This is an optimization exercise on Yosys and OpenROAD, whose aim is small area and a short achievable clock period, not a production implementation. Only the layout flow was run in this run; the RTL was not checked for function there. Power is estimated from default activity; no workload was simulated.

**flow/design.v**
```verilog
module decoder(
input [1:0]alu_fn,
output arith_enable,cmp_enable,logic_enable,shift_enable
);
assign arith_enable = (alu_fn == 2'b00);
assign logic_enable = (alu_fn == 2'b01);
assign cmp_enable   = (alu_fn == 2'b10);
assign shift_enable = (alu_fn == 2'b11);
endmodule
module alu_fa (input a, input b, input c, output s, output co);
  assign s  = a ^ b ^ c;
  assign co = (a & b) | (a & c) | (b & c);
endmodule
module alu_ha (input a, input b, output s, output co);
  assign s  = a ^ b;
  assign co = a & b;
endmodule
module logic_unit(
input [15:0] A,B,
input [1:0] alu_fn,
output [15:0] y
);
wire [15:0] t = alu_fn[0] ? (A | B) : (A & B);
assign y = t ^ {16{alu_fn[1]}};
endmodule
module cmp_unit(
input ge, diff_zero,
input [1:0] alu_fn,
output [1:0] y
);
wire eq = diff_zero;
wire gt = ge & ~diff_zero;
wire lt = ~ge;
assign y = (alu_fn == 2'b01) ? {1'b0, eq} :
           (alu_fn == 2'b10) ? {gt, 1'b0} :
           (alu_fn == 2'b11) ? {lt, lt}   : 2'b00;
endmodule
module shift_unit(
input [15:0] A,B,
input [1:0] alu_fn,
output [15:0] y
);
wire [15:0] x = alu_fn[1] ? B : A;
assign y = alu_fn[0] ? {x[14:0], 1'b0} : {1'b0, x[15:1]};
endmodule
module parameterized_signed_alu #(parameter in_data_width=16,out_data_width=16,arith_out_data_width=32)(
input signed [in_data_width-1:0]A,B,
input clk,rst,
input [3:0]alu_fn,
output shift_flag,arith_flag,logic_flag,cmp_flag,carry_out,
output [out_data_width-1:0]shift_out,logic_out,cmp_out,
output signed[arith_out_data_width-1:0] arith_out
);
localparam K0 = 6;               
localparam RW = 16 - K0;         
localparam DSW = 1 + 16 + RW + RW + K0;    
localparam WW = (DSW > 32) ? DSW : 32;
wire arith_en = (alu_fn[3:2] == 2'b00);
wire logic_en = (alu_fn[3:2] == 2'b01);
wire cmp_en   = (alu_fn[3:2] == 2'b10);
wire shift_en = (alu_fn[3:2] == 2'b11);
wire [16:0] sum;
wire ge;
wire ad_sub = alu_fn[0] | alu_fn[3];
  wire [16:0] ad_c;
  wire [15:0] ad_bb = B ^ {16{ad_sub}};
  assign ad_c[0] = ad_sub;
  genvar ad_i;
  generate for (ad_i = 0; ad_i < 16; ad_i = ad_i + 1) begin : ad_bt
    alu_fa ad_u_fa (.a(A[ad_i]), .b(ad_bb[ad_i]), .c(ad_c[ad_i]), .s(sum[ad_i]), .co(ad_c[ad_i+1]));
  end endgenerate
  assign sum[16] = A[15] ^ ad_bb[15] ^ ad_c[16];
  assign ge = ad_c[16];
wire [31:0] prod;
  wire [16:0] mu_bx = {B, 1'b0};
  wire [7:0] mu_one, mu_two, mu_neg;
  wire [16:0] mu_pp0;
  wire mu_ppn0 = ~mu_pp0[16];
  wire [16:0] mu_pp1;
  wire mu_ppn1 = ~mu_pp1[16];
  wire [16:0] mu_pp2;
  wire mu_ppn2 = ~mu_pp2[16];
  wire [16:0] mu_pp3;
  wire mu_ppn3 = ~mu_pp3[16];
  wire [16:0] mu_pp4;
  wire mu_ppn4 = ~mu_pp4[16];
  wire [16:0] mu_pp5;
  wire mu_ppn5 = ~mu_pp5[16];
  wire [16:0] mu_pp6;
  wire mu_ppn6 = ~mu_pp6[16];
  wire [16:0] mu_pp7;
  wire mu_ppn7 = ~mu_pp7[16];
  wire [16:0] mu_ax = {A[15], A};
  wire [17:0] mu_ax2 = {A[15], A, 1'b0};
  genvar mu_i;
  generate for (mu_i = 0; mu_i < 8; mu_i = mu_i + 1) begin : mu_enc
    assign mu_one[mu_i] = mu_bx[2*mu_i+1] ^ mu_bx[2*mu_i];
    assign mu_two[mu_i] = (mu_bx[2*mu_i+2] & ~mu_bx[2*mu_i+1] & ~mu_bx[2*mu_i]) | (~mu_bx[2*mu_i+2] & mu_bx[2*mu_i+1] & mu_bx[2*mu_i]);
    assign mu_neg[mu_i] = mu_bx[2*mu_i+2];
  end endgenerate
  assign mu_pp0 = ({17{mu_one[0]}} & mu_ax | {17{mu_two[0]}} & mu_ax2[16:0]) ^ {17{mu_neg[0]}};
  assign mu_pp1 = ({17{mu_one[1]}} & mu_ax | {17{mu_two[1]}} & mu_ax2[16:0]) ^ {17{mu_neg[1]}};
  assign mu_pp2 = ({17{mu_one[2]}} & mu_ax | {17{mu_two[2]}} & mu_ax2[16:0]) ^ {17{mu_neg[2]}};
  assign mu_pp3 = ({17{mu_one[3]}} & mu_ax | {17{mu_two[3]}} & mu_ax2[16:0]) ^ {17{mu_neg[3]}};
  assign mu_pp4 = ({17{mu_one[4]}} & mu_ax | {17{mu_two[4]}} & mu_ax2[16:0]) ^ {17{mu_neg[4]}};
  assign mu_pp5 = ({17{mu_one[5]}} & mu_ax | {17{mu_two[5]}} & mu_ax2[16:0]) ^ {17{mu_neg[5]}};
  assign mu_pp6 = ({17{mu_one[6]}} & mu_ax | {17{mu_two[6]}} & mu_ax2[16:0]) ^ {17{mu_neg[6]}};
  assign mu_pp7 = ({17{mu_one[7]}} & mu_ax | {17{mu_two[7]}} & mu_ax2[16:0]) ^ {17{mu_neg[7]}};
  wire mu_s1, mu_c2;
  alu_ha mu_u_s1 (.a(mu_pp0[10]), .b(mu_pp1[8]), .s(mu_s1), .co(mu_c2));
  wire mu_s3, mu_c4;
  alu_ha mu_u_s3 (.a(mu_pp0[11]), .b(mu_pp1[9]), .s(mu_s3), .co(mu_c4));
  wire mu_s5, mu_c6;
  alu_fa mu_u_s5 (.a(mu_pp0[12]), .b(mu_pp1[10]), .c(mu_pp2[8]), .s(mu_s5), .co(mu_c6));
  wire mu_s7, mu_c8;
  alu_ha mu_u_s7 (.a(mu_pp3[6]), .b(mu_pp4[4]), .s(mu_s7), .co(mu_c8));
  wire mu_s9, mu_c10;
  alu_fa mu_u_s9 (.a(mu_pp0[13]), .b(mu_pp1[11]), .c(mu_pp2[9]), .s(mu_s9), .co(mu_c10));
  wire mu_s11, mu_c12;
  alu_ha mu_u_s11 (.a(mu_pp3[7]), .b(mu_pp4[5]), .s(mu_s11), .co(mu_c12));
  wire mu_s13, mu_c14;
  alu_fa mu_u_s13 (.a(mu_pp0[14]), .b(mu_pp1[12]), .c(mu_pp2[10]), .s(mu_s13), .co(mu_c14));
  wire mu_s15, mu_c16;
  alu_fa mu_u_s15 (.a(mu_pp3[8]), .b(mu_pp4[6]), .c(mu_pp5[4]), .s(mu_s15), .co(mu_c16));
  wire mu_s17, mu_c18;
  alu_ha mu_u_s17 (.a(mu_pp6[2]), .b(mu_pp7[0]), .s(mu_s17), .co(mu_c18));
  wire mu_s19, mu_c20;
  alu_fa mu_u_s19 (.a(mu_pp0[15]), .b(mu_pp1[13]), .c(mu_pp2[11]), .s(mu_s19), .co(mu_c20));
  wire mu_s21, mu_c22;
  alu_fa mu_u_s21 (.a(mu_pp3[9]), .b(mu_pp4[7]), .c(mu_pp5[5]), .s(mu_s21), .co(mu_c22));
  wire mu_s23, mu_c24;
  alu_ha mu_u_s23 (.a(mu_pp6[3]), .b(mu_pp7[1]), .s(mu_s23), .co(mu_c24));
  wire mu_s25, mu_c26;
  alu_fa mu_u_s25 (.a(mu_ppn0), .b(mu_pp1[14]), .c(mu_pp2[12]), .s(mu_s25), .co(mu_c26));
  wire mu_s27, mu_c28;
  alu_fa mu_u_s27 (.a(mu_pp3[10]), .b(mu_pp4[8]), .c(mu_pp5[6]), .s(mu_s27), .co(mu_c28));
  wire mu_s29, mu_c30;
  alu_ha mu_u_s29 (.a(mu_pp6[4]), .b(~mu_pp7[2]), .s(mu_s29), .co(mu_c30));
  wire mu_s31, mu_c32;
  alu_fa mu_u_s31 (.a(mu_pp1[15]), .b(mu_pp2[13]), .c(mu_pp3[11]), .s(mu_s31), .co(mu_c32));
  wire mu_s33, mu_c34;
  alu_fa mu_u_s33 (.a(mu_pp4[9]), .b(mu_pp5[7]), .c(mu_pp6[5]), .s(mu_s33), .co(mu_c34));
  wire mu_s35, mu_c36;
  alu_ha mu_u_s35 (.a(mu_pp7[3]), .b(~mu_pp7[2]), .s(mu_s35), .co(mu_c36));
  wire mu_s37, mu_c38;
  alu_fa mu_u_s37 (.a(mu_ppn1), .b(mu_pp2[14]), .c(mu_pp3[12]), .s(mu_s37), .co(mu_c38));
  wire mu_s39, mu_c40;
  alu_fa mu_u_s39 (.a(mu_pp4[10]), .b(mu_pp5[8]), .c(mu_pp6[6]), .s(mu_s39), .co(mu_c40));
  wire mu_s41, mu_c42;
  alu_ha mu_u_s41 (.a(mu_pp7[4]), .b(mu_pp7[2]), .s(mu_s41), .co(mu_c42));
  wire mu_s43, mu_c44;
  alu_fa mu_u_s43 (.a(mu_pp2[15]), .b(mu_pp3[13]), .c(mu_pp4[11]), .s(mu_s43), .co(mu_c44));
  wire mu_s45, mu_c46;
  alu_ha mu_u_s45 (.a(mu_pp5[9]), .b(mu_pp6[7]), .s(mu_s45), .co(mu_c46));
  wire mu_s47, mu_c48;
  alu_fa mu_u_s47 (.a(mu_ppn2), .b(mu_pp3[14]), .c(mu_pp4[12]), .s(mu_s47), .co(mu_c48));
  wire mu_s49, mu_c50;
  alu_ha mu_u_s49 (.a(mu_pp5[10]), .b(mu_pp6[8]), .s(mu_s49), .co(mu_c50));
  wire mu_s51, mu_c52;
  alu_ha mu_u_s51 (.a(mu_pp3[15]), .b(mu_pp4[13]), .s(mu_s51), .co(mu_c52));
  wire mu_s53, mu_c54;
  alu_ha mu_u_s53 (.a(mu_ppn3), .b(mu_pp4[14]), .s(mu_s53), .co(mu_c54));
  wire mu_s55, mu_c56;
  alu_ha mu_u_s55 (.a(mu_pp0[6]), .b(mu_pp1[4]), .s(mu_s55), .co(mu_c56));
  wire mu_s57, mu_c58;
  alu_ha mu_u_s57 (.a(mu_pp0[7]), .b(mu_pp1[5]), .s(mu_s57), .co(mu_c58));
  wire mu_s59, mu_c60;
  alu_fa mu_u_s59 (.a(mu_pp0[8]), .b(mu_pp1[6]), .c(mu_pp2[4]), .s(mu_s59), .co(mu_c60));
  wire mu_s61, mu_c62;
  alu_ha mu_u_s61 (.a(mu_pp3[2]), .b(mu_pp4[0]), .s(mu_s61), .co(mu_c62));
  wire mu_s63, mu_c64;
  alu_fa mu_u_s63 (.a(mu_pp0[9]), .b(mu_pp1[7]), .c(mu_pp2[5]), .s(mu_s63), .co(mu_c64));
  wire mu_s65, mu_c66;
  alu_ha mu_u_s65 (.a(mu_pp3[3]), .b(mu_pp4[1]), .s(mu_s65), .co(mu_c66));
  wire mu_s67, mu_c68;
  alu_fa mu_u_s67 (.a(mu_s1), .b(mu_pp2[6]), .c(mu_pp3[4]), .s(mu_s67), .co(mu_c68));
  wire mu_s69, mu_c70;
  alu_fa mu_u_s69 (.a(mu_pp4[2]), .b(mu_pp5[0]), .c(mu_neg[5]), .s(mu_s69), .co(mu_c70));
  wire mu_s71, mu_c72;
  alu_fa mu_u_s71 (.a(mu_s3), .b(mu_pp2[7]), .c(mu_pp3[5]), .s(mu_s71), .co(mu_c72));
  wire mu_s73, mu_c74;
  alu_fa mu_u_s73 (.a(mu_pp4[3]), .b(mu_pp5[1]), .c(mu_c2), .s(mu_s73), .co(mu_c74));
  wire mu_s75, mu_c76;
  alu_fa mu_u_s75 (.a(mu_s5), .b(mu_s7), .c(mu_pp5[2]), .s(mu_s75), .co(mu_c76));
  wire mu_s77, mu_c78;
  alu_fa mu_u_s77 (.a(mu_pp6[0]), .b(mu_neg[6]), .c(mu_c4), .s(mu_s77), .co(mu_c78));
  wire mu_s79, mu_c80;
  alu_fa mu_u_s79 (.a(mu_s9), .b(mu_s11), .c(mu_pp5[3]), .s(mu_s79), .co(mu_c80));
  wire mu_s81, mu_c82;
  alu_fa mu_u_s81 (.a(mu_pp6[1]), .b(mu_c6), .c(mu_c8), .s(mu_s81), .co(mu_c82));
  wire mu_s83, mu_c84;
  alu_fa mu_u_s83 (.a(mu_s13), .b(mu_s15), .c(mu_s17), .s(mu_s83), .co(mu_c84));
  wire mu_s85, mu_c86;
  alu_fa mu_u_s85 (.a(mu_neg[7]), .b(mu_c10), .c(mu_c12), .s(mu_s85), .co(mu_c86));
  wire mu_s87, mu_c88;
  alu_fa mu_u_s87 (.a(mu_s19), .b(mu_s21), .c(mu_s23), .s(mu_s87), .co(mu_c88));
  wire mu_s89, mu_c90;
  alu_fa mu_u_s89 (.a(mu_c14), .b(mu_c16), .c(mu_c18), .s(mu_s89), .co(mu_c90));
  wire mu_s91, mu_c92;
  alu_fa mu_u_s91 (.a(mu_s25), .b(mu_s27), .c(mu_s29), .s(mu_s91), .co(mu_c92));
  wire mu_s93, mu_c94;
  alu_fa mu_u_s93 (.a(mu_c20), .b(mu_c22), .c(mu_c24), .s(mu_s93), .co(mu_c94));
  wire mu_s95, mu_c96;
  alu_fa mu_u_s95 (.a(mu_s31), .b(mu_s33), .c(mu_s35), .s(mu_s95), .co(mu_c96));
  wire mu_s97, mu_c98;
  alu_fa mu_u_s97 (.a(mu_c26), .b(mu_c28), .c(mu_c30), .s(mu_s97), .co(mu_c98));
  wire mu_s99, mu_c100;
  alu_fa mu_u_s99 (.a(mu_s37), .b(mu_s39), .c(mu_s41), .s(mu_s99), .co(mu_c100));
  wire mu_s101, mu_c102;
  alu_fa mu_u_s101 (.a(mu_c32), .b(mu_c34), .c(mu_c36), .s(mu_s101), .co(mu_c102));
  wire mu_s103, mu_c104;
  alu_fa mu_u_s103 (.a(mu_s43), .b(mu_s45), .c(~mu_pp7[5]), .s(mu_s103), .co(mu_c104));
  wire mu_s105, mu_c106;
  alu_fa mu_u_s105 (.a(mu_c38), .b(mu_c40), .c(mu_c42), .s(mu_s105), .co(mu_c106));
  wire mu_s107, mu_c108;
  alu_fa mu_u_s107 (.a(mu_s47), .b(mu_s49), .c(mu_pp7[6]), .s(mu_s107), .co(mu_c108));
  wire mu_s109, mu_c110;
  alu_fa mu_u_s109 (.a(mu_pp7[5]), .b(mu_c44), .c(mu_c46), .s(mu_s109), .co(mu_c110));
  wire mu_s111, mu_c112;
  alu_fa mu_u_s111 (.a(mu_s51), .b(mu_pp5[11]), .c(mu_pp6[9]), .s(mu_s111), .co(mu_c112));
  wire mu_s113, mu_c114;
  alu_fa mu_u_s113 (.a(~mu_pp7[7]), .b(mu_c48), .c(mu_c50), .s(mu_s113), .co(mu_c114));
  wire mu_s115, mu_c116;
  alu_fa mu_u_s115 (.a(mu_s53), .b(mu_pp5[12]), .c(mu_pp6[10]), .s(mu_s115), .co(mu_c116));
  wire mu_s117, mu_c118;
  alu_fa mu_u_s117 (.a(mu_pp7[8]), .b(mu_pp7[7]), .c(mu_c52), .s(mu_s117), .co(mu_c118));
  wire mu_s119, mu_c120;
  alu_fa mu_u_s119 (.a(mu_pp4[15]), .b(mu_pp5[13]), .c(mu_pp6[11]), .s(mu_s119), .co(mu_c120));
  wire mu_s121, mu_c122;
  alu_ha mu_u_s121 (.a(~mu_pp7[9]), .b(mu_c54), .s(mu_s121), .co(mu_c122));
  wire mu_s123, mu_c124;
  alu_fa mu_u_s123 (.a(mu_ppn4), .b(mu_pp5[14]), .c(mu_pp6[12]), .s(mu_s123), .co(mu_c124));
  wire mu_s125, mu_c126;
  alu_ha mu_u_s125 (.a(mu_pp7[10]), .b(mu_pp7[9]), .s(mu_s125), .co(mu_c126));
  wire mu_s127, mu_c128;
  alu_ha mu_u_s127 (.a(mu_pp5[15]), .b(mu_pp6[13]), .s(mu_s127), .co(mu_c128));
  wire mu_s129, mu_c130;
  alu_ha mu_u_s129 (.a(mu_ppn5), .b(mu_pp6[14]), .s(mu_s129), .co(mu_c130));
  wire mu_s131, mu_c132;
  alu_ha mu_u_s131 (.a(mu_pp0[4]), .b(mu_pp1[2]), .s(mu_s131), .co(mu_c132));
  wire mu_s133, mu_c134;
  alu_ha mu_u_s133 (.a(mu_pp0[5]), .b(mu_pp1[3]), .s(mu_s133), .co(mu_c134));
  wire mu_s135, mu_c136;
  alu_fa mu_u_s135 (.a(mu_s55), .b(mu_pp2[2]), .c(mu_pp3[0]), .s(mu_s135), .co(mu_c136));
  wire mu_s137, mu_c138;
  alu_fa mu_u_s137 (.a(mu_s57), .b(mu_pp2[3]), .c(mu_pp3[1]), .s(mu_s137), .co(mu_c138));
  wire mu_s139, mu_c140;
  alu_fa mu_u_s139 (.a(mu_s59), .b(mu_s61), .c(mu_neg[4]), .s(mu_s139), .co(mu_c140));
  wire mu_s141, mu_c142;
  alu_fa mu_u_s141 (.a(mu_s63), .b(mu_s65), .c(mu_c60), .s(mu_s141), .co(mu_c142));
  wire mu_s143, mu_c144;
  alu_fa mu_u_s143 (.a(mu_s67), .b(mu_s69), .c(mu_c64), .s(mu_s143), .co(mu_c144));
  wire mu_s145, mu_c146;
  alu_fa mu_u_s145 (.a(mu_s71), .b(mu_s73), .c(mu_c68), .s(mu_s145), .co(mu_c146));
  wire mu_s147, mu_c148;
  alu_fa mu_u_s147 (.a(mu_s75), .b(mu_s77), .c(mu_c72), .s(mu_s147), .co(mu_c148));
  wire mu_s149, mu_c150;
  alu_fa mu_u_s149 (.a(mu_s79), .b(mu_s81), .c(mu_c76), .s(mu_s149), .co(mu_c150));
  wire mu_s151, mu_c152;
  alu_fa mu_u_s151 (.a(mu_s83), .b(mu_s85), .c(mu_c80), .s(mu_s151), .co(mu_c152));
  wire mu_s153, mu_c154;
  alu_fa mu_u_s153 (.a(mu_s87), .b(mu_s89), .c(mu_c84), .s(mu_s153), .co(mu_c154));
  wire mu_s155, mu_c156;
  alu_fa mu_u_s155 (.a(mu_s91), .b(mu_s93), .c(mu_c88), .s(mu_s155), .co(mu_c156));
  wire mu_s157, mu_c158;
  alu_fa mu_u_s157 (.a(mu_s95), .b(mu_s97), .c(mu_c92), .s(mu_s157), .co(mu_c158));
  wire mu_s159, mu_c160;
  alu_fa mu_u_s159 (.a(mu_s99), .b(mu_s101), .c(mu_c96), .s(mu_s159), .co(mu_c160));
  wire mu_s161, mu_c162;
  alu_fa mu_u_s161 (.a(mu_s103), .b(mu_s105), .c(mu_c100), .s(mu_s161), .co(mu_c162));
  wire mu_s163, mu_c164;
  alu_fa mu_u_s163 (.a(mu_s107), .b(mu_s109), .c(mu_c104), .s(mu_s163), .co(mu_c164));
  wire mu_s165, mu_c166;
  alu_fa mu_u_s165 (.a(mu_s111), .b(mu_s113), .c(mu_c108), .s(mu_s165), .co(mu_c166));
  wire mu_s167, mu_c168;
  alu_fa mu_u_s167 (.a(mu_s115), .b(mu_s117), .c(mu_c112), .s(mu_s167), .co(mu_c168));
  wire mu_s169, mu_c170;
  alu_fa mu_u_s169 (.a(mu_s119), .b(mu_s121), .c(mu_c116), .s(mu_s169), .co(mu_c170));
  wire mu_s171, mu_c172;
  alu_fa mu_u_s171 (.a(mu_s123), .b(mu_s125), .c(mu_c120), .s(mu_s171), .co(mu_c172));
  wire mu_s173, mu_c174;
  alu_fa mu_u_s173 (.a(mu_s127), .b(~mu_pp7[11]), .c(mu_c124), .s(mu_s173), .co(mu_c174));
  wire mu_s175, mu_c176;
  alu_fa mu_u_s175 (.a(mu_s129), .b(mu_pp7[12]), .c(mu_pp7[11]), .s(mu_s175), .co(mu_c176));
  wire mu_s177, mu_c178;
  alu_ha mu_u_s177 (.a(mu_pp6[15]), .b(~mu_pp7[13]), .s(mu_s177), .co(mu_c178));
  wire mu_s179, mu_c180;
  alu_ha mu_u_s179 (.a(mu_ppn6), .b(mu_pp7[14]), .s(mu_s179), .co(mu_c180));
  wire mu_s181, mu_c182;
  alu_ha mu_u_s181 (.a(mu_pp0[2]), .b(mu_pp1[0]), .s(mu_s181), .co(mu_c182));
  wire mu_s183, mu_c184;
  alu_ha mu_u_s183 (.a(mu_pp0[3]), .b(mu_pp1[1]), .s(mu_s183), .co(mu_c184));
  wire mu_s185, mu_c186;
  alu_fa mu_u_s185 (.a(mu_s131), .b(mu_pp2[0]), .c(mu_neg[2]), .s(mu_s185), .co(mu_c186));
  wire mu_s187, mu_c188;
  alu_fa mu_u_s187 (.a(mu_s133), .b(mu_pp2[1]), .c(mu_c132), .s(mu_s187), .co(mu_c188));
  wire mu_s189, mu_c190;
  alu_fa mu_u_s189 (.a(mu_s135), .b(mu_neg[3]), .c(mu_c134), .s(mu_s189), .co(mu_c190));
  wire mu_s191, mu_c192;
  alu_fa mu_u_s191 (.a(mu_s137), .b(mu_c56), .c(mu_c136), .s(mu_s191), .co(mu_c192));
  wire mu_s193, mu_c194;
  alu_fa mu_u_s193 (.a(mu_s139), .b(mu_c58), .c(mu_c138), .s(mu_s193), .co(mu_c194));
  wire mu_s195, mu_c196;
  alu_fa mu_u_s195 (.a(mu_s141), .b(mu_c62), .c(mu_c140), .s(mu_s195), .co(mu_c196));
  wire mu_s197, mu_c198;
  alu_fa mu_u_s197 (.a(mu_s143), .b(mu_c66), .c(mu_c142), .s(mu_s197), .co(mu_c198));
  wire mu_s199, mu_c200;
  alu_fa mu_u_s199 (.a(mu_s145), .b(mu_c70), .c(mu_c144), .s(mu_s199), .co(mu_c200));
  wire mu_s201, mu_c202;
  alu_fa mu_u_s201 (.a(mu_s147), .b(mu_c74), .c(mu_c146), .s(mu_s201), .co(mu_c202));
  wire mu_s203, mu_c204;
  alu_fa mu_u_s203 (.a(mu_s149), .b(mu_c78), .c(mu_c148), .s(mu_s203), .co(mu_c204));
  wire mu_s205, mu_c206;
  alu_fa mu_u_s205 (.a(mu_s151), .b(mu_c82), .c(mu_c150), .s(mu_s205), .co(mu_c206));
  wire mu_s207, mu_c208;
  alu_fa mu_u_s207 (.a(mu_s153), .b(mu_c86), .c(mu_c152), .s(mu_s207), .co(mu_c208));
  wire mu_s209, mu_c210;
  alu_fa mu_u_s209 (.a(mu_s155), .b(mu_c90), .c(mu_c154), .s(mu_s209), .co(mu_c210));
  wire mu_s211, mu_c212;
  alu_fa mu_u_s211 (.a(mu_s157), .b(mu_c94), .c(mu_c156), .s(mu_s211), .co(mu_c212));
  wire mu_s213, mu_c214;
  alu_fa mu_u_s213 (.a(mu_s159), .b(mu_c98), .c(mu_c158), .s(mu_s213), .co(mu_c214));
  wire mu_s215, mu_c216;
  alu_fa mu_u_s215 (.a(mu_s161), .b(mu_c102), .c(mu_c160), .s(mu_s215), .co(mu_c216));
  wire mu_s217, mu_c218;
  alu_fa mu_u_s217 (.a(mu_s163), .b(mu_c106), .c(mu_c162), .s(mu_s217), .co(mu_c218));
  wire mu_s219, mu_c220;
  alu_fa mu_u_s219 (.a(mu_s165), .b(mu_c110), .c(mu_c164), .s(mu_s219), .co(mu_c220));
  wire mu_s221, mu_c222;
  alu_fa mu_u_s221 (.a(mu_s167), .b(mu_c114), .c(mu_c166), .s(mu_s221), .co(mu_c222));
  wire mu_s223, mu_c224;
  alu_fa mu_u_s223 (.a(mu_s169), .b(mu_c118), .c(mu_c168), .s(mu_s223), .co(mu_c224));
  wire mu_s225, mu_c226;
  alu_fa mu_u_s225 (.a(mu_s171), .b(mu_c122), .c(mu_c170), .s(mu_s225), .co(mu_c226));
  wire mu_s227, mu_c228;
  alu_fa mu_u_s227 (.a(mu_s173), .b(mu_c126), .c(mu_c172), .s(mu_s227), .co(mu_c228));
  wire mu_s229, mu_c230;
  alu_fa mu_u_s229 (.a(mu_s175), .b(mu_c128), .c(mu_c174), .s(mu_s229), .co(mu_c230));
  wire mu_s231, mu_c232;
  alu_fa mu_u_s231 (.a(mu_s177), .b(mu_c130), .c(mu_c176), .s(mu_s231), .co(mu_c232));
  wire mu_s233, mu_c234;
  alu_fa mu_u_s233 (.a(mu_s179), .b(mu_pp7[13]), .c(mu_c178), .s(mu_s233), .co(mu_c234));
  wire mu_s235, mu_c236;
  alu_ha mu_u_s235 (.a(~mu_pp7[15]), .b(mu_c180), .s(mu_s235), .co(mu_c236));
  wire mu_s237, mu_c238;
  alu_ha mu_u_s237 (.a(mu_ppn7), .b(mu_pp7[15]), .s(mu_s237), .co(mu_c238));
  wire mu_s239, mu_c240;
  alu_ha mu_u_s239 (.a(mu_pp0[0]), .b(mu_neg[0]), .s(mu_s239), .co(mu_c240));
  wire mu_s241, mu_c242;
  alu_ha mu_u_s241 (.a(mu_pp0[1]), .b(mu_c240), .s(mu_s241), .co(mu_c242));
  wire mu_s243, mu_c244;
  alu_fa mu_u_s243 (.a(mu_s181), .b(mu_neg[1]), .c(mu_c242), .s(mu_s243), .co(mu_c244));
  wire mu_s245, mu_c246;
  alu_fa mu_u_s245 (.a(mu_s183), .b(mu_c182), .c(mu_c244), .s(mu_s245), .co(mu_c246));
  wire mu_s247, mu_c248;
  alu_fa mu_u_s247 (.a(mu_s185), .b(mu_c184), .c(mu_c246), .s(mu_s247), .co(mu_c248));
  wire mu_s249, mu_c250;
  alu_fa mu_u_s249 (.a(mu_s187), .b(mu_c186), .c(mu_c248), .s(mu_s249), .co(mu_c250));
  wire mu_s251, mu_c252;
  alu_fa mu_u_s251 (.a(mu_s189), .b(mu_c188), .c(mu_c250), .s(mu_s251), .co(mu_c252));
  wire mu_s253, mu_c254;
  alu_fa mu_u_s253 (.a(mu_s191), .b(mu_c190), .c(mu_c252), .s(mu_s253), .co(mu_c254));
  wire mu_s255, mu_c256;
  alu_fa mu_u_s255 (.a(mu_s193), .b(mu_c192), .c(mu_c254), .s(mu_s255), .co(mu_c256));
  wire mu_s257, mu_c258;
  alu_fa mu_u_s257 (.a(mu_s195), .b(mu_c194), .c(mu_c256), .s(mu_s257), .co(mu_c258));
  wire mu_s259, mu_c260;
  alu_fa mu_u_s259 (.a(mu_s197), .b(mu_c196), .c(mu_c258), .s(mu_s259), .co(mu_c260));
  wire mu_s261, mu_c262;
  alu_fa mu_u_s261 (.a(mu_s199), .b(mu_c198), .c(mu_c260), .s(mu_s261), .co(mu_c262));
  wire mu_s263, mu_c264;
  alu_fa mu_u_s263 (.a(mu_s201), .b(mu_c200), .c(mu_c262), .s(mu_s263), .co(mu_c264));
  wire mu_s265, mu_c266;
  alu_fa mu_u_s265 (.a(mu_s203), .b(mu_c202), .c(mu_c264), .s(mu_s265), .co(mu_c266));
  wire mu_s267, mu_c268;
  alu_fa mu_u_s267 (.a(mu_s205), .b(mu_c204), .c(mu_c266), .s(mu_s267), .co(mu_c268));
  wire mu_s269, mu_c270;
  alu_fa mu_u_s269 (.a(mu_s207), .b(mu_c206), .c(mu_c268), .s(mu_s269), .co(mu_c270));
  wire mu_s271, mu_c272;
  alu_fa mu_u_s271 (.a(mu_s209), .b(mu_c208), .c(mu_c270), .s(mu_s271), .co(mu_c272));
  wire mu_s273, mu_c274;
  alu_fa mu_u_s273 (.a(mu_s211), .b(mu_c210), .c(mu_c272), .s(mu_s273), .co(mu_c274));
  wire mu_s275, mu_c276;
  alu_fa mu_u_s275 (.a(mu_s213), .b(mu_c212), .c(mu_c274), .s(mu_s275), .co(mu_c276));
  wire mu_s277, mu_c278;
  alu_fa mu_u_s277 (.a(mu_s215), .b(mu_c214), .c(mu_c276), .s(mu_s277), .co(mu_c278));
  wire mu_s279, mu_c280;
  alu_fa mu_u_s279 (.a(mu_s217), .b(mu_c216), .c(mu_c278), .s(mu_s279), .co(mu_c280));
  wire mu_s281, mu_c282;
  alu_fa mu_u_s281 (.a(mu_s219), .b(mu_c218), .c(mu_c280), .s(mu_s281), .co(mu_c282));
  wire mu_s283, mu_c284;
  alu_fa mu_u_s283 (.a(mu_s221), .b(mu_c220), .c(mu_c282), .s(mu_s283), .co(mu_c284));
  wire mu_s285, mu_c286;
  alu_fa mu_u_s285 (.a(mu_s223), .b(mu_c222), .c(mu_c284), .s(mu_s285), .co(mu_c286));
  wire mu_s287, mu_c288;
  alu_fa mu_u_s287 (.a(mu_s225), .b(mu_c224), .c(mu_c286), .s(mu_s287), .co(mu_c288));
  wire mu_s289, mu_c290;
  alu_fa mu_u_s289 (.a(mu_s227), .b(mu_c226), .c(mu_c288), .s(mu_s289), .co(mu_c290));
  wire mu_s291, mu_c292;
  alu_fa mu_u_s291 (.a(mu_s229), .b(mu_c228), .c(mu_c290), .s(mu_s291), .co(mu_c292));
  wire mu_s293, mu_c294;
  alu_fa mu_u_s293 (.a(mu_s231), .b(mu_c230), .c(mu_c292), .s(mu_s293), .co(mu_c294));
  wire mu_s295, mu_c296;
  alu_fa mu_u_s295 (.a(mu_s233), .b(mu_c232), .c(mu_c294), .s(mu_s295), .co(mu_c296));
  wire mu_s297, mu_c298;
  alu_fa mu_u_s297 (.a(mu_s235), .b(mu_c234), .c(mu_c296), .s(mu_s297), .co(mu_c298));
  wire mu_s299, mu_c300;
  alu_fa mu_u_s299 (.a(mu_s237), .b(mu_c236), .c(mu_c298), .s(mu_s299), .co(mu_c300));
  assign prod = {(1'b1 ^ mu_c238 ^ mu_c300), mu_s299, mu_s297, mu_s295, mu_s293, mu_s291, mu_s289, mu_s287, mu_s285, mu_s283, mu_s281, mu_s279, mu_s277, mu_s275, mu_s273, mu_s271, mu_s269, mu_s267, mu_s265, mu_s263, mu_s261, mu_s259, mu_s257, mu_s255, mu_s253, mu_s251, mu_s249, mu_s247, mu_s245, mu_s243, mu_s241, mu_s239};
wire [15:0] alo, blo;
assign alo[0] = 1'b0;
assign blo[0] = 1'b0;
genvar gi;
generate for (gi = 1; gi < 16; gi = gi + 1) begin : absg
    assign alo[gi] = alo[gi-1] | A[gi-1];
    assign blo[gi] = blo[gi-1] | B[gi-1];
end endgenerate
wire [15:0] ua = A ^ ({16{A[15]}} & alo);
wire [15:0] ub = B ^ ({16{B[15]}} & blo);
wire [16:0] nzab1;
assign nzab1[16] = 1'b0;
generate for (gi = 15; gi >= 0; gi = gi - 1) begin : nz1g
    assign nzab1[gi] = nzab1[gi+1] | ub[gi];
end endgenerate
wire b_nz = nzab1[0];
wire [15:K0] q1;
wire [RW-1:0] r1;
  wire [15:0] d1_nd = ~ub;
  genvar d1_i;
  wire [0:0] d1_x15 = {ua[15]};
  wire [0:0] d1_h15, d1_g15;
  generate for (d1_i = 0; d1_i < 1; d1_i = d1_i + 1) begin : d1_hr15
    alu_ha d1_u_ha (.a(d1_x15[d1_i]), .b(d1_nd[d1_i]), .s(d1_h15[d1_i]), .co(d1_g15[d1_i]));
  end endgenerate
  wire [1:0] d1_c15;
  assign d1_c15[0] = 1'b1;
  assign d1_c15[1:1] = d1_g15 | (d1_h15 & d1_c15[0:0]);
  assign q1[15] = d1_c15[1] & ~nzab1[1];
  wire [1:0] d1_x14 = {(q1[15] ? (d1_h15 ^ d1_c15[0:0]) : d1_x15), ua[14]};
  wire [1:0] d1_h14, d1_g14;
  generate for (d1_i = 0; d1_i < 2; d1_i = d1_i + 1) begin : d1_hr14
    alu_ha d1_u_ha (.a(d1_x14[d1_i]), .b(d1_nd[d1_i]), .s(d1_h14[d1_i]), .co(d1_g14[d1_i]));
  end endgenerate
  wire [2:0] d1_c14;
  assign d1_c14[0] = 1'b1;
  assign d1_c14[2:1] = d1_g14 | (d1_h14 & d1_c14[1:0]);
  assign q1[14] = d1_c14[2] & ~nzab1[2];
  wire [2:0] d1_x13 = {(q1[14] ? (d1_h14 ^ d1_c14[1:0]) : d1_x14), ua[13]};
  wire [2:0] d1_h13, d1_g13;
  generate for (d1_i = 0; d1_i < 3; d1_i = d1_i + 1) begin : d1_hr13
    alu_ha d1_u_ha (.a(d1_x13[d1_i]), .b(d1_nd[d1_i]), .s(d1_h13[d1_i]), .co(d1_g13[d1_i]));
  end endgenerate
  wire [3:0] d1_c13;
  assign d1_c13[0] = 1'b1;
  assign d1_c13[3:1] = d1_g13 | (d1_h13 & d1_c13[2:0]);
  assign q1[13] = d1_c13[3] & ~nzab1[3];
  wire [3:0] d1_x12 = {(q1[13] ? (d1_h13 ^ d1_c13[2:0]) : d1_x13), ua[12]};
  wire [3:0] d1_h12, d1_g12;
  generate for (d1_i = 0; d1_i < 4; d1_i = d1_i + 1) begin : d1_hr12
    alu_ha d1_u_ha (.a(d1_x12[d1_i]), .b(d1_nd[d1_i]), .s(d1_h12[d1_i]), .co(d1_g12[d1_i]));
  end endgenerate
  wire [4:0] d1_c12;
  assign d1_c12[0] = 1'b1;
  assign d1_c12[4:1] = d1_g12 | (d1_h12 & d1_c12[3:0]);
  assign q1[12] = d1_c12[4] & ~nzab1[4];
  wire [4:0] d1_x11 = {(q1[12] ? (d1_h12 ^ d1_c12[3:0]) : d1_x12), ua[11]};
  wire [4:0] d1_h11, d1_g11;
  generate for (d1_i = 0; d1_i < 5; d1_i = d1_i + 1) begin : d1_hr11
    alu_ha d1_u_ha (.a(d1_x11[d1_i]), .b(d1_nd[d1_i]), .s(d1_h11[d1_i]), .co(d1_g11[d1_i]));
  end endgenerate
  wire [5:0] d1_c11;
  assign d1_c11[0] = 1'b1;
  assign d1_c11[5:1] = d1_g11 | (d1_h11 & d1_c11[4:0]);
  assign q1[11] = d1_c11[5] & ~nzab1[5];
  wire [5:0] d1_x10 = {(q1[11] ? (d1_h11 ^ d1_c11[4:0]) : d1_x11), ua[10]};
  wire [5:0] d1_h10, d1_g10;
  generate for (d1_i = 0; d1_i < 6; d1_i = d1_i + 1) begin : d1_hr10
    alu_ha d1_u_ha (.a(d1_x10[d1_i]), .b(d1_nd[d1_i]), .s(d1_h10[d1_i]), .co(d1_g10[d1_i]));
  end endgenerate
  wire [6:0] d1_c10;
  assign d1_c10[0] = 1'b1;
  assign d1_c10[6:1] = d1_g10 | (d1_h10 & d1_c10[5:0]);
  assign q1[10] = d1_c10[6] & ~nzab1[6];
  wire [6:0] d1_x9 = {(q1[10] ? (d1_h10 ^ d1_c10[5:0]) : d1_x10), ua[9]};
  wire [6:0] d1_h9, d1_g9;
  generate for (d1_i = 0; d1_i < 7; d1_i = d1_i + 1) begin : d1_hr9
    alu_ha d1_u_ha (.a(d1_x9[d1_i]), .b(d1_nd[d1_i]), .s(d1_h9[d1_i]), .co(d1_g9[d1_i]));
  end endgenerate
  wire [7:0] d1_c9;
  assign d1_c9[0] = 1'b1;
  assign d1_c9[7:1] = d1_g9 | (d1_h9 & d1_c9[6:0]);
  assign q1[9] = d1_c9[7] & ~nzab1[7];
  wire [7:0] d1_x8 = {(q1[9] ? (d1_h9 ^ d1_c9[6:0]) : d1_x9), ua[8]};
  wire [7:0] d1_h8, d1_g8;
  generate for (d1_i = 0; d1_i < 8; d1_i = d1_i + 1) begin : d1_hr8
    alu_ha d1_u_ha (.a(d1_x8[d1_i]), .b(d1_nd[d1_i]), .s(d1_h8[d1_i]), .co(d1_g8[d1_i]));
  end endgenerate
  wire [8:0] d1_c8;
  assign d1_c8[0] = 1'b1;
  assign d1_c8[8:1] = d1_g8 | (d1_h8 & d1_c8[7:0]);
  assign q1[8] = d1_c8[8] & ~nzab1[8];
  wire [8:0] d1_x7 = {(q1[8] ? (d1_h8 ^ d1_c8[7:0]) : d1_x8), ua[7]};
  wire [8:0] d1_h7, d1_g7;
  generate for (d1_i = 0; d1_i < 9; d1_i = d1_i + 1) begin : d1_hr7
    alu_ha d1_u_ha (.a(d1_x7[d1_i]), .b(d1_nd[d1_i]), .s(d1_h7[d1_i]), .co(d1_g7[d1_i]));
  end endgenerate
  wire [9:0] d1_c7;
  assign d1_c7[0] = 1'b1;
  assign d1_c7[9:1] = d1_g7 | (d1_h7 & d1_c7[8:0]);
  assign q1[7] = d1_c7[9] & ~nzab1[9];
  wire [9:0] d1_x6 = {(q1[7] ? (d1_h7 ^ d1_c7[8:0]) : d1_x7), ua[6]};
  wire [9:0] d1_h6, d1_g6;
  generate for (d1_i = 0; d1_i < 10; d1_i = d1_i + 1) begin : d1_hr6
    alu_ha d1_u_ha (.a(d1_x6[d1_i]), .b(d1_nd[d1_i]), .s(d1_h6[d1_i]), .co(d1_g6[d1_i]));
  end endgenerate
  wire [10:0] d1_c6;
  assign d1_c6[0] = 1'b1;
  assign d1_c6[10:1] = d1_g6 | (d1_h6 & d1_c6[9:0]);
  assign q1[6] = d1_c6[10] & ~nzab1[10];
  assign r1 = q1[6] ? (d1_h6 ^ d1_c6[9:0]) : d1_x6;
wire [DSW-1:0] ds = {A[15] ^ B[15], ub, r1, q1, ua[K0-1:0]};
wire [15:0] lres = (alu_fn[0] ? (A | B) : (A & B)) ^ {16{alu_fn[1]}};
wire [15:0] sx = alu_fn[1] ? B : A;
wire [15:0] sres = alu_fn[0] ? {sx[14:0], 1'b0} : {1'b0, sx[15:1]};
wire eq = (sum[15:0] == 16'd0);
wire [1:0] cres = (alu_fn[1:0] == 2'b01) ? {1'b0, eq} :
                  (alu_fn[1:0] == 2'b10) ? {ge & ~eq, 1'b0} :
                  (alu_fn[1:0] == 2'b11) ? {~ge, ~ge} : 2'b00;
reg [31:0] aval;
always @(*) begin
    case (alu_fn[1:0])
        2'b00, 2'b01: aval = {{15{sum[16]}}, sum};
        2'b10:        aval = prod;
        default:      aval = ds[31:0] & {32{b_nz}};
    endcase
end
wire [15:0] olo = alu_fn[3] ? {sres[15:2], (alu_fn[2] ? sres[1:0] : cres)}
                            : (alu_fn[2] ? lres : aval[15:0]);
wire [WW-1:0] w_d;
generate if (WW > 32) begin : wx
    assign w_d = {ds[WW-1:32], aval[31:16], olo};
end else begin : wn
    assign w_d = {aval[31:16], olo};
end endgenerate
wire div_sel = arith_en & (alu_fn[1:0] == 2'b11) & b_nz;
reg [WW-1:0] w;
reg f_an, f_div, f_logic, f_cmp, f_shift;
always @(posedge clk) w <= w_d;
always @(posedge clk, negedge rst) begin
    if (!rst) begin
        f_an <= 1'b0; f_div <= 1'b0; f_logic <= 1'b0; f_cmp <= 1'b0; f_shift <= 1'b0;
    end else begin
        f_an    <= arith_en & ~div_sel;
        f_div   <= div_sel;
        f_logic <= logic_en;
        f_cmp   <= cmp_en;
        f_shift <= shift_en;
    end
end
wire [DSW-1:0] dr = w[DSW-1:0];
wire        d_sgn = dr[DSW-1];
wire [15:0] d_d   = dr[DSW-2 -: 16];
wire [RW-1:0] d_r = dr[2*RW+K0-1 -: RW];
wire [RW-1:0] d_q = dr[RW+K0-1 -: RW];
wire [K0-1:0] d_a = dr[K0-1:0];
wire [16:0] nzab2;
assign nzab2[16] = 1'b0;
generate for (gi = 15; gi >= 0; gi = gi - 1) begin : nz2g
    assign nzab2[gi] = nzab2[gi+1] | d_d[gi];
end endgenerate
wire [K0-1:0] q2;
wire [15:0] d_ax = {{(16-K0){1'b0}}, d_a};
  wire [15:0] d2_nd = ~d_d;
  genvar d2_i;
  wire [10:0] d2_x5 = {d_r, d_ax[5]};
  wire [10:0] d2_h5, d2_g5;
  generate for (d2_i = 0; d2_i < 11; d2_i = d2_i + 1) begin : d2_hr5
    alu_ha d2_u_ha (.a(d2_x5[d2_i]), .b(d2_nd[d2_i]), .s(d2_h5[d2_i]), .co(d2_g5[d2_i]));
  end endgenerate
  wire [11:0] d2_c5;
  assign d2_c5[0] = 1'b1;
  assign d2_c5[11:1] = d2_g5 | (d2_h5 & d2_c5[10:0]);
  assign q2[5] = d2_c5[11] & ~nzab2[11];
  wire [11:0] d2_x4 = {(q2[5] ? (d2_h5 ^ d2_c5[10:0]) : d2_x5), d_ax[4]};
  wire [11:0] d2_h4, d2_g4;
  generate for (d2_i = 0; d2_i < 12; d2_i = d2_i + 1) begin : d2_hr4
    alu_ha d2_u_ha (.a(d2_x4[d2_i]), .b(d2_nd[d2_i]), .s(d2_h4[d2_i]), .co(d2_g4[d2_i]));
  end endgenerate
  wire [12:0] d2_c4;
  assign d2_c4[0] = 1'b1;
  assign d2_c4[12:1] = d2_g4 | (d2_h4 & d2_c4[11:0]);
  assign q2[4] = d2_c4[12] & ~nzab2[12];
  wire [12:0] d2_x3 = {(q2[4] ? (d2_h4 ^ d2_c4[11:0]) : d2_x4), d_ax[3]};
  wire [12:0] d2_h3, d2_g3;
  generate for (d2_i = 0; d2_i < 13; d2_i = d2_i + 1) begin : d2_hr3
    alu_ha d2_u_ha (.a(d2_x3[d2_i]), .b(d2_nd[d2_i]), .s(d2_h3[d2_i]), .co(d2_g3[d2_i]));
  end endgenerate
  wire [13:0] d2_c3;
  assign d2_c3[0] = 1'b1;
  assign d2_c3[13:1] = d2_g3 | (d2_h3 & d2_c3[12:0]);
  assign q2[3] = d2_c3[13] & ~nzab2[13];
  wire [13:0] d2_x2 = {(q2[3] ? (d2_h3 ^ d2_c3[12:0]) : d2_x3), d_ax[2]};
  wire [13:0] d2_h2, d2_g2;
  generate for (d2_i = 0; d2_i < 14; d2_i = d2_i + 1) begin : d2_hr2
    alu_ha d2_u_ha (.a(d2_x2[d2_i]), .b(d2_nd[d2_i]), .s(d2_h2[d2_i]), .co(d2_g2[d2_i]));
  end endgenerate
  wire [14:0] d2_c2;
  assign d2_c2[0] = 1'b1;
  assign d2_c2[14:1] = d2_g2 | (d2_h2 & d2_c2[13:0]);
  assign q2[2] = d2_c2[14] & ~nzab2[14];
  wire [14:0] d2_x1 = {(q2[2] ? (d2_h2 ^ d2_c2[13:0]) : d2_x2), d_ax[1]};
  wire [14:0] d2_h1, d2_g1;
  generate for (d2_i = 0; d2_i < 15; d2_i = d2_i + 1) begin : d2_hr1
    alu_ha d2_u_ha (.a(d2_x1[d2_i]), .b(d2_nd[d2_i]), .s(d2_h1[d2_i]), .co(d2_g1[d2_i]));
  end endgenerate
  wire [15:0] d2_c1;
  assign d2_c1[0] = 1'b1;
  assign d2_c1[15:1] = d2_g1 | (d2_h1 & d2_c1[14:0]);
  assign q2[1] = d2_c1[15] & ~nzab2[15];
  wire [15:0] d2_x0 = {(q2[1] ? (d2_h1 ^ d2_c1[14:0]) : d2_x1), d_ax[0]};
  wire [15:0] d2_h0, d2_g0;
  generate for (d2_i = 0; d2_i < 16; d2_i = d2_i + 1) begin : d2_hr0
    alu_ha d2_u_ha (.a(d2_x0[d2_i]), .b(d2_nd[d2_i]), .s(d2_h0[d2_i]), .co(d2_g0[d2_i]));
  end endgenerate
  wire [16:0] d2_c0;
  assign d2_c0[0] = 1'b1;
  assign d2_c0[16:1] = d2_g0 | (d2_h0 & d2_c0[15:0]);
  assign q2[0] = d2_c0[16] & ~nzab2[16];
wire [15:0] quo = {d_q, q2};
wire [16:0] qlo;
assign qlo[1] = 1'b0;
generate for (gi = 2; gi < 17; gi = gi + 1) begin : qlog
    assign qlo[gi] = qlo[gi-1] | quo[gi-1];
end endgenerate
wire [31:0] divres;
assign divres[0] = quo[0];
generate for (gi = 1; gi < 16; gi = gi + 1) begin : qfxg
    assign divres[gi] = quo[gi] ^ (d_sgn & (quo[0] | qlo[gi]));
end endgenerate
assign divres[31:16] = {16{d_sgn & (quo[0] | qlo[16])}};
assign arith_out = ({32{f_an}} & w[31:0]) | ({32{f_div}} & divres);
assign carry_out = arith_out[16];
assign arith_flag = f_an | f_div;
assign logic_flag = f_logic;
assign cmp_flag = f_cmp;
assign shift_flag = f_shift;
assign logic_out = {16{f_logic}} & w[15:0];
assign shift_out = {16{f_shift}} & w[15:0];
assign cmp_out = {14'd0, {2{f_cmp}} & w[1:0]};
endmodule
```
**flow/config.mk**
```make
export PLATFORM = sky130hd
export DESIGN_NAME = parameterized_signed_alu
export DESIGN_NICKNAME = parameterized_signed_alu
export VERILOG_FILES = /design/flow/design.v
export SDC_FILE = /design/flow/constraint.sdc
export NUM_CORES = 4
export LEC_CHECK = 0
export ABC_AREA = 1
export CAP_MARGIN = 20
export CORE_MARGIN = 2
export CORE_UTILIZATION = 40
export SLEW_MARGIN = 20
export SYNTH_HIERARCHICAL = 1
export SYNTH_MINIMUM_KEEP_SIZE = 0
```
**flow/run.sh**
```bash
#!/bin/bash
# synth_recipe.tcl (not shown) runs the flow's synth.tcl, then flattens the netlist and writes it again
# the make line also repeats each setting of config.mk as NAME=value (left out here)
make -C /OpenROAD-flow-scripts/flow DESIGN_CONFIG=/design/flow/config.mk WORK_HOME=/design/flow/orfs CLKGATE_MAP_FILE= SYNTH_SCRIPT=/design/flow/synth_recipe.tcl finish
```
**flow/constraint.sdc**
```tcl
create_clock -name core_clock -period 85.0 [get_ports {clk}]
set_input_delay 17.0000 -clock core_clock [delete_from_list [all_inputs] [get_ports {clk}]]
set_output_delay 17.0000 -clock core_clock [all_outputs]
set_load 0.01 [all_outputs]
```
==> out/summary.log <==
[synthesis] average size of a mapped cell 7.47 um2
[power_and_ir_drop] reported leakage power 0.00871 uW
[floorplanning] number of I/O pins 123
[finish] top library cells by usage in the layout, fill and taps aside nand2_1, ha_1, xor2_1
[grt] gr ovfl total 0
[status] status timing/DRC/antenna clean
[drt] DRC errors left 0
[grt] Global Route Usage Sum 25.2%
[power_and_ir_drop] Power Dens Cells 36.2 nW/um2
[drt] routed vias/inst 5.53
[grt] met3 track utilization from global routing 2.24%
[grt] GR Util met1 34.4%
[finish] number of fill cells 3897
[worst_setup_path] Crit Path Max Fanout 32
[clock_network] number of buffers between clock root and the deepest sink 2
[synthesis] Netlist cell types 53
[grt] Top Usage Layer GRT met2
[synthesis] Post-synth EDFFs 0
[flow_run] Max-Cap Viols 0
[finish] most common library cell in the layout ignoring fill and taps nand2_1
[worst_setup_path] cell with the biggest individual delay on the critical path o21ai_4
[finish] post-layout net count 2584
[grt] number of antenna violations at the first check in global routing 1
[grt] via count of the first global-routing pass 14.7k
[power_and_ir_drop] Final Total Pwr 630 uW
[drt] count of vias placed by the detailed router 14.7k
[finish] synthesis-to-finish area growth 11.2%
[timing] Period minus WS final 53050 ps
[finish] finished layout cell area 17400 um2
[grt] Global Route met2 Usage 41.9%
[place] final weighted congestion in routability-driven placement 0.948
[floorplanning] die width 202 um
[synthesis] async set-or-reset flop fraction in the synthesized netlist 10.4%
[synthesis] Top FF cell, synth dfxtp_1
[worst_setup_path] critical path data arrival time 36050 ps
[worst_setup_path] type of the worst setup path reg -> out
[synthesis] sequential cell area fraction in the yosys report 6.30%
[drt] WL/cell 19.3 um
[synthesis] Post-Synthesis Cells 2096
[worst_setup_path] capturing element type of the critical path output port
[drt] Iter 0 DRT Violations 1113
[timing] maximum frequency from static timing analysis 0.0188 GHz
[synthesis] summed instance area of the synthesized netlist 15700 um2
[finish] share of cells above drive strength 1 10.4%
[timing] unrepaired setup endpoints after global routing no
[clock_network] Setup Buffers After CTS 0
[worst_setup_path] critical path required time 68000 ps
[drt] WL final 51200 um
[clock_network] TritonCTS clock tree built
[grt] maximum number of pins on one net before global-route repair 68
[timing] worst slew margin relative to its limit 41.5%
[finish] number of inserted diodes 0
[worst_setup_path] Crit path top cell by count ha_1
[timing] Final Hold Violating Endpoints 0
[floorplanning] Total Die Area 40700 um2
[timing] Final period util 62.4%
[floorplanning] initial core utilization 40.5%
[place] sum of net half-perimeters after detailed placement 39700 um
[synthesis] flops & latches, synth 48
[clock_network] clock transition at the registers of the reported paths 70 ps
[timing] worst-margin pin slew 875 ps
[timing] # setup viols final 0
[drt] DRT Pass-1 Iters 6
[worst_setup_path] slowest stage delay, CP 620 ps
[clock_network] total number of clock tree sinks 48
[floorplanning] num rows 72
[synthesis] Yosys warnings 7
[clock_network] H-tree lvl count 2
[drt] Final ANT Viol Nets 0
[worst_setup_path] kind of start point of the critical path register
[grt] wire length of the first global-routing pass 82000 um
[timing] total negative setup slack 0 ps
[place] cell area after placement 17200 um2
[floorplanning] total core area 38600 um2
[hold_path] path category of the worst min-delay check in -> async
[power_and_ir_drop] VDD IR max 0.0791 mV
[clock_network] hold_buf cts 0
[clock_network] CTS buffer count 5
[floorplanning] die outline height 202 um
[clock_network] Root Driver clkbuf_16
[clock_network] Post-CTS Resized 0
[place] total of buffers placed on input and output ports 108
[timing] final count of pins violating max slew 0
## worst max path at each step
stage               startpoint             to  slack, ps  cells past startpoint
global route             w[26]  arith_out[21]      29900                    175
detailed placement       w[26]  arith_out[21]      31420                    173
floorplan                w[26]  arith_out[16]      34910                    171
finish                   w[26]  arith_out[16]      31950                    174
CTS                      w[26]  arith_out[21]      31010                    173
global placement         w[26]  arith_out[21]      32130                    173
## metal layers
layer | part of all wire (%) | routed length, um
met5 | 0 | 0
met4 | 3.2 | 1650
met3 | 6.6 | 3360
met2 | 46 | 23800
met1 | 44 | 22400
## registers in the layout, indices dropped and copies added (netlist names)
| name | cells |
|---|---|
| w | 43 |
| f_an | 1 |
| f_cmp | 1 |
| f_div | 1 |
| f_logic | 1 |
| f_shift | 1 |
## cell families (layout without fill, tap and decap cells)
kind of cell    count (synthesis)  count (layout)  synth area share [%]
compound gates                364             364                  13.9
simple gates                  783             783                  22.6
flops                          48              48                  6.30
mux                             1               1                0.0719
fa+ha+maj                     409             409                  39.2
xor+xnor                      174             174                  9.83
buf+inv                       316             345                  8.11
other cells                     1              14                0.0240
## modules after synthesis (local to each module, per instance)
| module | times used | area (um2) |
|---|---|---|
| parameterized_signed_alu | 1 | 10900 |
| alu_fa | 135 | 20.0 |
| alu_ha | 167 | 12.5 |
## critical path, delay by kind of cell (launching register included)
| kind | cells | cell delay, ps |
|---|---|---|
| fa+ha+maj | 66 | 12370 |
| simple gates | 86 | 17740 |
| buf+inv | 9 | 2620 |
| compound gates | 13 | 2690 |
| flops | 1 | 300 |
## final cells by class
type                            instances  area, um2  share of cell area (%)
Timing Repair Buffer                  150       1390                    7.99
Inverter                              187        702                    4.03
Clock inverter                          3       90.1                   0.518
Clock buffer                            5        125                   0.719
Sequential cell                        48        986                    5.66
Tap cell                              518        648                    3.72
Multi-Input combinational cell       1745      13500                    77.3
## power breakdown
group,switching (uW),internal (uW),leakage (uW)
clock network,8.65,19.8,0.000104
logic,323,243,0.00818
registers,6.06,29.3,0.000427
## per-stage QoR
stage                     std cells  utilization, %  hold WS [ps]  setup slack (ps)
after floorplan                2109               -         16700             34910
after global placement         2647            44.4         17240             32130
after detailed placement       2647            44.4         17250             31420
after CTS                      2655            45.0         16920             31010
after global routing           2656            45.0         16950             29900
final                          2656            45.0         16920             31950
## Yosys cell counts, types with 3 or more instances
cell type | count | area (um2)
a211oi_1 | 6 | 45.0
a21oi_1 | 55 | 275
a31oi_1 | 29 | 181
and2_1 | 3 | 18.8
buf_1 | 24 | 90.1
buf_2 | 4 | 20.0
buf_4 | 17 | 128
clkbuf_1 | 82 | 308
clkinv_1 | 13 | 48.8
dfrtp_1 | 5 | 125
dfxtp_1 | 43 | 861
fa_1 | 135 | 2700
ha_1 | 274 | 3430
inv_1 | 162 | 608
inv_2 | 12 | 45.0
nand2_1 | 468 | 1760
nand2_2 | 10 | 62.6
nand3_1 | 56 | 280
nand3_2 | 5 | 50.1
nand4_1 | 16 | 100
nor2_1 | 86 | 323
nor2_4 | 8 | 90.1
nor3_1 | 7 | 35.0
nor4_1 | 3 | 18.8
o211ai_1 | 20 | 150
o21ai_0 | 81 | 405
o21ai_1 | 31 | 155
o21ai_2 | 7 | 61.3
o221ai_1 | 5 | 43.8
o22ai_1 | 120 | 751
or2_2 | 112 | 701
xor2_1 | 171 | 1500

-- port drivers added, routing unchanged --
The results above use ideal ports. As a check the final layout listed here was re-extracted and re-timed, cells and wires unchanged.
Step 1, drivers: a clkbuf_16 drives clk and a buf_2 each remaining input, both assumed.
Step 2 also shifts input and output timing later by t, the mid clock arrival at the registers, as if the neighbouring blocks saw the same clock.
a / b / c = no drivers / after step 1 / after step 2; a / b = the first two.
shift t [ns]: 0.333
setup WS [ns]: 31.947 / 31.908 / 32.241
clock arrival spread, ns: 0.006 / 0.006
worst slew at a driven data input, ns: 0.05
cell pins on the clock port's net: 1
After both steps setup and hold are still met in this run. The setup slack of this run moves by -0.039 ns with the drivers and by +0.294 ns with both steps.
